This is an optimization exercise on Yosys and OpenROAD, whose aim is small area, not a production implementation. In this exercise RTL edits were held to simulation tests only and were not proved equivalent to the original. The clock input has no modelled driver; a real chip could not lean on it and would need a root buffer or a full tree. Power is estimated from default activity; no workload was simulated.

==> flow/design.v <==
`timescale 1 ns / 1 ps
module washingmachine_top (
	clk,
	rst_n,
	i_start_n,
	i_water_full_n,
	i_acc_n,
	o_state,
	o_index_n,
	o_seg_n,
	o_lsb
);
input clk, rst_n;
input i_start_n;
input i_acc_n;
input i_water_full_n;
output [5:0] o_state;
output [3:0] o_index_n;
output [7:0] o_seg_n;
output [6:0] o_lsb;
reg [1:0] r4;    
reg [1:0] r3;    
reg [2:0] r5;    
reg h24;
reg h240;
wire odd   = r4[0] ^ r4[1];
wire r4is3 = r4[1] & ~r4[0];
wire r5is0 = ~r5[2] & ~r5[0];
wire r5is4 = r5[2] & ~r5[1];
wire t12   = r4is3 & r3[1];           
wire t120  = t12 & h24 & r5is4;       
always @(posedge clk or negedge rst_n) begin
	if (!rst_n) begin
		r4 <= 2'b00;
		r3 <= 2'b00;
		r5 <= 3'b000;
		h24 <= 1'b0;
		h240 <= 1'b0;
	end else begin
		r4 <= {r4[0], ~r4[1]};
		r3 <= {r3[0], ~(r3[0] | r3[1])};
		r5 <= {r5[1], r5[0], ~(r5[2] | r5[1])};
		h24 <= h24 ^ t12;
		h240 <= h240 ^ t120;
	end
end
wire scan = odd & r5is0;
reg clk_reg, clk_reg_d;
always @(posedge clk) begin
	clk_reg <= i_acc_n ? h240 : h24;
	clk_reg_d <= clk_reg;
end
wire tick = clk_reg & ~clk_reg_d;
reg [2:0] st;       
reg [3:0] t;        
reg [3:0] s1;       
reg [2:0] s10;      
reg [3:0] m;        
reg [1:0] p;        
reg [3:0] number;   
wire s_idle = (~st[2] & ~st[1]);
wire s_water = (~st[2] & st[1] & ~st[0]);
wire s_rinse = (st[2] & st[1] & ~st[0]);
wire s_drain = (st[2] & ~st[1] & ~st[0]);
wire s_dry = (st[2] & ~st[1] & st[0]);
wire s_alert = (st[1] & st[0]);
wire run = (st[1] & st[0]) | (st[2]);
wire tw = (~st[2] & st[0]);
wire [2:0] st_nx;
assign st_nx[0] = (pend & ~st[1]) | (~st[2] & st[1] & st[0]) | (~pend & st[2] & st[0]);
assign st_nx[1] = (~pend & st[1]) | (pend & ~st[1] & st[0]) | (~pend & ~i_start_n & ~st[2]);
assign st_nx[2] = (~i_water_full_n & st[1] & ~st[0]) | (st[2] & ~st[1]) | (st[2] & ~st[0]);
wire t9 = (t[3] & t[0]);
wire pend = (t[3] & t[1]);
wire s19 = (s1[3] & s1[0]);
wire s105 = (s10[2] & s10[0]);
wire s10is3 = (s10[1] & s10[0]);
wire s10is1 = (~s10[2] & ~s10[1] & s10[0]);
wire m10 = (m[3] & m[2]);
wire m5 = (~m[3] & m[2] & ~m[1] & m[0]);
wire at_limit = (s_rinse & m10) | (s_drain & s10is3) | (s_dry & m5) | (s_alert & s10is1);
wire clr = ~run | (tick & at_limit);
wire c1 = tick & t9;
wire c2 = c1 & s19;
wire c3 = c2 & s105;
wire [3:0] t_nx;
assign t_nx[0] = (~at_limit & tick & run & ~t[0]) | (~tick & run & t[0]);
assign t_nx[1] = (at_limit & tick & run) | (tick & run & ~t[3] & ~t[1] & t[0]) | (run & ~t[3] & t[1] & ~t[0]) | (~tick & run & ~t[3] & t[1]);
assign t_nx[2] = (tick & run & ~t[2] & t[1] & t[0]) | (~tick & run & t[2]) | (run & t[2] & ~t[1]) | (run & t[2] & ~t[0]);
assign t_nx[3] = (at_limit & tick & run) | (run & t[3] & ~t[1] & ~t[0]) | (tick & run & t[2] & t[1] & t[0]) | (~tick & run & t[3] & ~t[1]);
wire [3:0] s1_nx;
assign s1_nx[0] = (c1 & ~clr & ~s1[0]) | (~c1 & ~clr & s1[0]);
assign s1_nx[1] = (c1 & ~clr & ~s1[3] & ~s1[1] & s1[0]) | (~c1 & ~clr & s1[1]) | (~clr & s1[1] & ~s1[0]);
assign s1_nx[2] = (c1 & ~clr & ~s1[2] & s1[1] & s1[0]) | (~c1 & ~clr & s1[2]) | (~clr & s1[2] & ~s1[1]) | (~clr & s1[2] & ~s1[0]);
assign s1_nx[3] = (~c1 & ~clr & s1[3]) | (~clr & s1[3] & ~s1[0]) | (c1 & ~clr & s1[2] & s1[1] & s1[0]);
wire [2:0] s10_nx;
assign s10_nx[0] = (c2 & ~clr & ~s10[0]) | (~c2 & ~clr & s10[0]);
assign s10_nx[1] = (~clr & s10[1] & ~s10[0]) | (c2 & ~clr & ~s10[2] & ~s10[1] & s10[0]) | (~c2 & ~clr & s10[1]);
assign s10_nx[2] = (~clr & s10[2] & ~s10[0]) | (c2 & ~clr & s10[1] & s10[0]) | (~c2 & ~clr & s10[2]);
wire [3:0] m_nx;
assign m_nx[0] = (c3 & ~clr & ~m[0]) | (~c3 & ~clr & m[0]) | (c3 & ~clr & m[3] & ~m[2]);
assign m_nx[1] = (c3 & ~clr & ~m[3] & ~m[1] & m[0]) | (~c3 & ~clr & m[1]) | (~clr & m[1] & ~m[0]);
assign m_nx[2] = (c3 & ~clr & ~m[2] & m[1] & m[0]) | (~c3 & ~clr & m[2]) | (c3 & ~clr & m[3] & ~m[2] & m[0]) | (~clr & ~m[3] & m[2] & ~m[1]) | (~clr & m[2] & ~m[0]);
assign m_nx[3] = (c3 & ~clr & m[2] & m[1] & m[0]) | (~clr & m[3] & ~m[2]) | (~c3 & ~clr & m[3]);
wire [3:0] d_s10;
assign d_s10[0] = (s10[0]);
assign d_s10[1] = (s10[1]);
assign d_s10[2] = (s10[2]);
assign d_s10[3] = 1'b0;
wire [3:0] d_m0;
assign d_m0[0] = (~m[3] & m[0]) | (~m[2] & m[0]);
assign d_m0[1] = (m[1]);
assign d_m0[2] = (~m[3] & m[2]);
assign d_m0[3] = (m[3] & ~m[2]);
wire [3:0] d_m1;
assign d_m1[0] = (m[3] & m[2]);
assign d_m1[1] = 1'b0;
assign d_m1[2] = 1'b0;
assign d_m1[3] = 1'b0;
wire started = (~number[3]) | (~number[1]);
wire [1:0] pn = started ? {p[0], ~p[1]} : 2'b00;
wire [1:0] p_nx;
assign p_nx[0] = (~scan & p[0]) | (started & scan & ~p[1]);
assign p_nx[1] = (~scan & p[1]) | (started & scan & p[0]);
wire [3:0] index = {4{started}} & {p == 2'b10, p == 2'b11, p == 2'b01, p == 2'b00};
wire [3:0] num_nx = (pn == 2'b00) ? s1 : (pn == 2'b01) ? d_s10 : (pn == 2'b11) ? d_m0 : d_m1;
wire [6:0] seg_t;
assign seg_t[0] = (t[2] & ~t[1]) | (t[3] & ~t[1]) | (~t[3] & ~t[2] & t[1]) | (t[2] & ~t[0]);
assign seg_t[1] = (~t[1] & ~t[0]) | (t[3]) | (t[2] & ~t[1]) | (t[2] & ~t[0]);
assign seg_t[2] = (~t[2] & ~t[0]) | (t[1] & ~t[0]);
assign seg_t[3] = (~t[2] & ~t[0]) | (t[3]) | (~t[2] & t[1]) | (t[2] & ~t[1] & t[0]) | (t[1] & ~t[0]);
assign seg_t[4] = (~t[1]) | (t[3]) | (t[0]) | (t[2]);
assign seg_t[5] = (~t[2]) | (~t[1] & ~t[0]) | (t[1] & t[0]);
assign seg_t[6] = (~t[2] & ~t[0]) | (t[1]) | (t[3]) | (t[2] & t[0]);
wire [6:0] seg_n;
assign seg_n[0] = (number[2] & ~number[1]) | (number[3] & ~number[1]) | (~number[3] & ~number[2] & number[1]) | (number[2] & ~number[0]);
assign seg_n[1] = (~number[1] & ~number[0]) | (number[3]) | (number[2] & ~number[1]) | (number[2] & ~number[0]);
assign seg_n[2] = (~number[2] & ~number[0]) | (number[1] & ~number[0]);
assign seg_n[3] = (~number[2] & ~number[0]) | (number[3]) | (~number[2] & number[1]) | (number[2] & ~number[1] & number[0]) | (number[1] & ~number[0]);
assign seg_n[4] = (~number[1]) | (number[3]) | (number[0]) | (number[2]);
assign seg_n[5] = (~number[2]) | (~number[1] & ~number[0]) | (number[1] & number[0]);
assign seg_n[6] = (~number[2] & ~number[0]) | (number[1]) | (number[3]) | (number[2] & number[0]);
always @(posedge clk or negedge rst_n) begin
	if (!rst_n) begin
		st <= 3'd0;
		t <= 4'd0;
		number <= 4'd10;
	end else begin
		st <= st_nx;
		t <= t_nx;
		if (scan)
			number <= num_nx;
	end
end
always @(posedge clk)
	p <= p_nx;
always @(posedge clk) begin
	s1 <= s1_nx;
	s10 <= s10_nx;
	m <= m_nx;
end
assign o_state = ~{s_alert, s_dry, s_drain, s_rinse, s_water, s_idle};
assign o_index_n = ~index;
assign o_lsb = ~seg_t;
assign o_seg_n = ~{seg_n, index[0] & (~tw | h240)};
endmodule
export LEC_CHECK = 0
export CAP_MARGIN = 20
export CORE_MARGIN = 2
export CORE_UTILIZATION = 40
export SLEW_MARGIN = 20
create_clock -name core_clock -period 20.0 [get_ports {clk}]
standard.sh (not shown) runs the stock make flow with config.mk's settings and CLKGATE_MAP_FILE= SYNTH_SCRIPT=/design/flow/synth_recipe.tcl, a recipe that flattens the netlist after the stock synthesis.
==> flow/flow/run.sh <==
#!/bin/bash
# Own layout flow: the standard layout (standard.sh) with these changes:
#  - synthesis runs flow/synth.tcl: the standard synthesis script with an
#    area-oriented abc script and no half/full adder cell extraction
#    (registers, their names and cell types are unchanged);
#  - port buffers are the smallest buffer cell (buf_1);
#  - clock tree synthesis uses the arguments in flow/cts_args (no dummy loads).
# Each tool's output goes to a log file in this folder (own_flow.log, and
# ORFS's own logs under orfs/logs).
set -euo pipefail
W=$(pwd)
CTS_ARGS=$(cat flow/cts_args)
sed -e "s#SYNTH_SCRIPT=[^ ]*synth_recipe.tcl#SYNTH_SCRIPT=$W/flow/synth.tcl 'BUFFER_PORTS_ARGS=-buffer_cell sky130_fd_sc_hd__buf_1' 'CTS_ARGS=$CTS_ARGS'#" standard.sh > own_standard.sh
grep -q "SYNTH_SCRIPT=$W/flow/synth.tcl" own_standard.sh
bash own_standard.sh > own_flow.log 2>&1
Other scripts of this flow, unchanged in this note and not shown: flow/flow/abc_c2s1.abc, flow/flow/abc_c2s2.abc, flow/flow/abc_d3s1.abc, flow/flow/abc_d3s2.abc, flow/flow/cts_args, flow/flow/synth.tcl
The starting point finished with timing, DRC and antenna clean.
Change:
CAP_MARGIN = 0   (was 20)
CORE_UTILIZATION = 60   (was 40)
SLEW_MARGIN = 0   (was 20)
=> The new run passed the timing, design-rule and antenna checks. Area after synthesis does not change. Power came out higher by 0.74%. Via count came out higher by 1.4%.
Change:
==> flow/flow/run.sh (replaced) <==
#!/bin/bash
# Own layout flow: the standard layout (standard.sh) with these changes:
#  - synthesis runs flow/synth.tcl: the standard synthesis script with
#    area-oriented abc scripts (flow/abc_*.abc, the smallest result is kept)
#    and no half/full adder cell extraction (registers, their names and cell
#    types are unchanged);
#  - port buffers are the smallest buffer cell (buf_1);
set -euo pipefail
W=$(pwd)
CTS_ARGS=$(cat flow/cts_args)
sed -e "s#SYNTH_SCRIPT=[^ ]*synth_recipe.tcl#SYNTH_SCRIPT=$W/flow/synth.tcl 'BUFFER_PORTS_ARGS=-buffer_cell sky130_fd_sc_hd__buf_1' 'CTS_ARGS=$CTS_ARGS' POST_CTS_TCL=$W/flow/post_cts.tcl#" standard.sh > own_standard.sh
grep -q "SYNTH_SCRIPT=$W/flow/synth.tcl" own_standard.sh
bash own_standard.sh > own_flow.log 2>&1
==> flow/flow/abc_c2s3.abc (new file) <==
strash
&get -n
&deepsyn -T 60 -S 3
&dch -f
&nf -a -R 1000
&put
topo
==> flow/flow/abc_c2s4.abc (new file) <==
strash
&get -n
&deepsyn -T 60 -S 4
&dch -f
&nf -a -R 1000
&put
topo
==> flow/flow/abc_d3s3.abc (new file) <==
strash
&get -n
&deepsyn -T 60 -S 3
&dch -f
&nf -a -R 1000
&put
strash
&get -n
&dch -f
&nf -a -R 1000
&put
topo
==> flow/flow/abc_d3s4.abc (new file) <==
strash
&get -n
&deepsyn -T 60 -S 4
&dch -f
&nf -a -R 1000
&put
strash
&get -n
&dch -f
&nf -a -R 1000
&put
topo
==> flow/flow/abc_d3s5.abc (new file) <==
strash
&get -n
&deepsyn -T 60 -S 5
&dch -f
&nf -a -R 1000
&put
strash
&get -n
&dch -f
&nf -a -R 1000
&put
topo
==> flow/flow/abc_d3s6.abc (new file) <==
strash
&get -n
&deepsyn -T 60 -S 6
&dch -f
&nf -a -R 1000
&put
strash
&get -n
&dch -f
&nf -a -R 1000
&put
topo
==> flow/flow/abc_d3s7.abc (new file) <==
strash
&get -n
&deepsyn -T 60 -S 7
&dch -f
&nf -a -R 1000
&put
strash
&get -n
&dch -f
&nf -a -R 1000
&put
topo
==> flow/flow/abc_d3s8.abc (new file) <==
strash
&get -n
&deepsyn -T 60 -S 8
&dch -f
&nf -a -R 1000
&put
strash
&get -n
&dch -f
&nf -a -R 1000
&put
topo
==> flow/flow/post_cts.tcl (new file) <==
set block [ord::get_db_block]
set root [$block findInst clkbuf_0_clk]
if {$root ne "NULL" && $root ne ""} {
  set in_net [[$root findITerm A] getNet]
  set out_net [[$root findITerm X] getNet]
  set loads {}
  foreach it [$out_net getITerms] {
    if {[[$it getInst] getName] ne [$root getName]} { lappend loads $it }
  }
  if {[llength $loads] <= 4 && [llength [$in_net getITerms]] == 1} {
    foreach it $loads { $it disconnect; $it connect $in_net }
    odb::dbInst_destroy $root
    odb::dbNet_destroy $out_net
    puts "own flow: removed clock root buffer, clock port drives [llength $loads] leaf buffers"
  } else {
    puts "own flow: clock root buffer kept ([llength $loads] loads)"
  }
}
CAP_MARGIN = 5   (was 0)
CORE_UTILIZATION = 40   (was 60)
GPL_TIMING_DRIVEN = 0   (was not set)
PLACE_DENSITY = 0.85   (was not set)
SLEW_MARGIN = 5   (was 0)
After rerunning: The new run finished clean; cell count is higher by 7.5%; combinational power came out higher by 12%; clock skew went up by 3.8 ps; worst setup slack gains 210 ps; die area goes up by 46%; flip-flop and latch count stays the same; global-route usage goes down by 9.1 points; power goes up by 2.7%; non-clock buffer count does not change; hold slack hardly moves.
Change:
PLACE_DENSITY = not set   (was 0.85)
removed: flow/flow/abc_d3s5.abc
removed: flow/flow/abc_d3s6.abc
removed: flow/flow/abc_d3s7.abc
removed: flow/flow/abc_d3s8.abc
Outcome: The new run ran to the end with no violations; clock-buffer cell count stays the same; sequential power falls by about 0.5%; wire length rises by 2.3%; final area does not change; synthesized cell count is unchanged; die area is unchanged; non-clock buffer count is unchanged; worst hold slack gains 8.5 ps; clock skew rises by 22 ps; power rises by about 0.36%.

## separate check: timing with driven ports
Ports are ideal in the flow. The routed layouts listed here were re-timed in OpenROAD.
Step 1 sets driving cells, clkbuf_16 on the clock port and buf_2 on the other inputs (assumed; they add their load-dependent delay and slew).
Step 2, shift: input delay + t, output delay - t, t = (earliest + latest rising clock arrival at the registers) / 2. This alone moves slack from input paths to output paths.
Slacks: no drivers / after step 1 / after step 2; pairs: no drivers / after step 1.
| run | t, ns | setup WS [ns] | latest minus earliest clock arrival (ns) | slew at the worst register clock pin (ns) |
|---|---|---|---|---|
| the first run | 0.345 | 14.259 / 14.235 / 14.579 | 0.012 / 0.013 | 0.10 / 0.10 |
| the second run | 0.338 | 14.249 / 14.227 / 14.565 | 0.010 / 0.010 | 0.10 / 0.10 |
| the third run | 0.192 | 14.463 / 14.423 / 14.615 | 0.014 / 0.014 | 0.10 / 0.10 |
| the fourth run | 0.198 | 14.514 / 14.475 / 14.673 | 0.036 / 0.036 | 0.12 / 0.12 |
After both steps every run listed still meets setup and hold.
